What follows belongs to an exercise in optimizing a design on an open flow for small area and a short achievable clock period; a production flow would make more cautious choices. In this exercise RTL edits were held to simulation tests only and were not proved equivalent to the original. Power and IR drop assume default switching activity.

Design systolic_array_with_skew, start of the top module:
module systolic_array_with_skew
#(
  parameter IFMAP_WIDTH = 16,
  parameter WEIGHT_WIDTH = 16,
  parameter OFMAP_WIDTH = 32,
  parameter ARRAY_HEIGHT = 4,
  parameter ARRAY_WIDTH = 4
)(
  input clk,
  input rst_n,
  input en,
  input weight_en,
  input [3:0] weight_wen,
  input [63:0] ifmap_in,
  input [63:0] weight_in,
  input [127:0] ofmap_in,
  output [127:0] ofmap_out
);
For scale: about 19000 cells after synthesis, about 2000 flip-flops, roughly 390 I/O pins, about 170000 sq um of cells after synthesis.
export LEC_CHECK = 0
export ABC_AREA = 1
export CAP_MARGIN = 20
export CORE_MARGIN = 2
export CORE_UTILIZATION = 65
export SLEW_MARGIN = 20
create_clock -name core_clock -period 10.0 [get_ports {clk}]
standard.sh (not shown) runs the stock make flow with config.mk's settings and CLKGATE_MAP_FILE= SYNTH_SCRIPT=/design/flow/synth_recipe.tcl, a recipe that flattens the netlist after the stock synthesis.
==> flow/flow/run.sh <==
#!/bin/bash
set -euo pipefail
WORK=$(pwd)
SETUP_MARGIN=6.3
# extra ORFS settings: no dummy clock-tree loads, small port buffers
EXTRA="'CTS_ARGS=-sink_clustering_enable -repair_clock_nets -dont_use_dummy_load' BUFFER_PORTS_ARGS='-buffer_cell sky130_fd_sc_hd__buf_2'"
FLOWDIR=$WORK/flow

# synthesis script: synth_recipe.tcl with the adder mapping in front of the
# first synth call
{
  echo 'proc synth {args} {'
  echo '  if {![info exists ::adders_mapped]} {'
  echo '    set ::adders_mapped 1'
  echo "    yosys techmap -map $FLOWDIR/fa_map.v"
  echo '  }'
  echo '  yosys synth -nofsm -noshare {*}$args'
  echo '}'
  tail -n +2 "$WORK/synth_recipe.tcl"
} > "$WORK/own_synth.tcl"
grep -q '^proc synth {args} { yosys synth -nofsm -noshare {\*}\$args }$' "$WORK/synth_recipe.tcl"

sed "s#SYNTH_SCRIPT=[^ ]*#SYNTH_SCRIPT=$WORK/own_synth.tcl SETUP_SLACK_MARGIN=$SETUP_MARGIN $EXTRA#" "$WORK/standard.sh" > "$WORK/own_standard.sh"
grep -q "SYNTH_SCRIPT=$WORK/own_synth.tcl" "$WORK/own_standard.sh"

bash "$WORK/own_standard.sh" "$@" > "$WORK/orfs_make.log" 2>&1
==> flow/flow/fa_map.v <==
// Maps the design's full and half adder modules straight onto the
// library's adder cells, so the compressor trees keep their structure.
(* techmap_celltype = "fa" *)
module _map_fa (input a, input b, input c, output s, output co);
  sky130_fd_sc_hd__fa_1 _TECHMAP_REPLACE_ (.A(a), .B(b), .CIN(c), .SUM(s), .COUT(co));
endmodule

(* techmap_celltype = "ha" *)
module _map_ha (input a, input b, output s, output co);
  sky130_fd_sc_hd__ha_1 _TECHMAP_REPLACE_ (.A(a), .B(b), .SUM(s), .COUT(co));
endmodule
Next try:
CORE_UTILIZATION = 40   (was 65)
=> The changed run completed without violations. Wire length went up by a few percent. Register-to-register slack is worse by 0.02 ns. Setup slack got worse by 0.019 ns. Power came out higher by a few percent. Hold slack is better by 0.027 ns. Synthesized cell count stays the same. Clock power rises by a few percent. Maximum frequency came out lower slightly.

---

Another version of the RTL of systolic_array_with_skew (not shown whole).
Size in the first run: about 2000 flip-flops, roughly 170000 um^2 of cells after synthesis.
==> flow/config.mk <==
export PLATFORM = sky130hd
export DESIGN_NAME = systolic_array_with_skew
export DESIGN_NICKNAME = systolic_array_with_skew
export VERILOG_FILES = /design/flow/design.v
export SDC_FILE = /design/flow/constraint.sdc
export NUM_CORES = 4
export LEC_CHECK = 0
export ABC_AREA = 1
export CAP_MARGIN = 20
export CORE_MARGIN = 2
export CORE_UTILIZATION = 65
export SLEW_MARGIN = 20
==> flow/constraint.sdc <==
create_clock -name core_clock -period 10.0 [get_ports {clk}]
set_input_delay 2.0000 -clock core_clock [delete_from_list [all_inputs] [get_ports {clk}]]
set_output_delay 2.0000 -clock core_clock [all_outputs]
set_load 0.01 [all_outputs]
Scripts as last shown in full above: flow/flow/run.sh, flow/flow/fa_map.v
Rerun with:
--- a/flow/flow/run.sh
+++ b/flow/flow/run.sh
@@ -4 +4 @@
-SETUP_MARGIN=6.3
+SETUP_MARGIN=6.5
Outcome: Sequential power hardly moves; wire length increases by about 3%; setup slack improved by 0.093 ns; global-route usage increases by 0.76 points; flip-flop and latch count is unchanged; critical path depth increases by 4; worst hold slack got worse by 0.017 ns; via count increases by about 2.2%; final area increases by about 3.6%; fmax increases by about 2.5%; core utilization increases by 2.5 points.

[static timing again, ports no longer ideal]
How much do the figures lean on ideal ports? The routed layouts below were timed once more, with nothing changed but the port constraints. Step 1: set_driving_cell puts a clkbuf_16 on clk and a buf_2 on each other input, an assumption about the parent block. Step 2 adds t to the input delays and takes it off the output delays; t is the mean of the earliest and latest rising clock arrival at the registers after step 1. Input paths then give back, and output paths get back, about the clock's delay inside the block. Slacks: ideal / step 1 / step 2; pairs: ideal / step 1.
| run | t, ns | slack for setup (ns) | hold slack, ns | clock arrival spread, ns | cell pins on the clock port's net |
|---|---|---|---|---|---|
| the first run of note 1 | 0.998 | 6.169 / 6.169 / 5.452 | 0.420 / 0.420 / 0.420 | 0.094 / 0.095 | 1 |
| the second run of note 1 | 1.041 | 6.150 / 6.150 / 5.417 | 0.447 / 0.447 / 0.447 | 0.141 / 0.142 | 1 |
| the first run of note 2 | 1.014 | 6.270 / 6.290 / 5.321 | 0.435 / 0.435 / 0.435 | 0.091 / 0.091 | 1 |
| the second run of note 2 | 1.006 | 6.363 / 6.363 / 5.460 | 0.418 / 0.418 / 0.418 | 0.101 / 0.101 | 1 |
After both steps setup and hold are still met in every run listed. The setup slack of the first run of note 2, which loses most, moves by +0.020 ns with the drivers and by -0.949 ns with both steps.
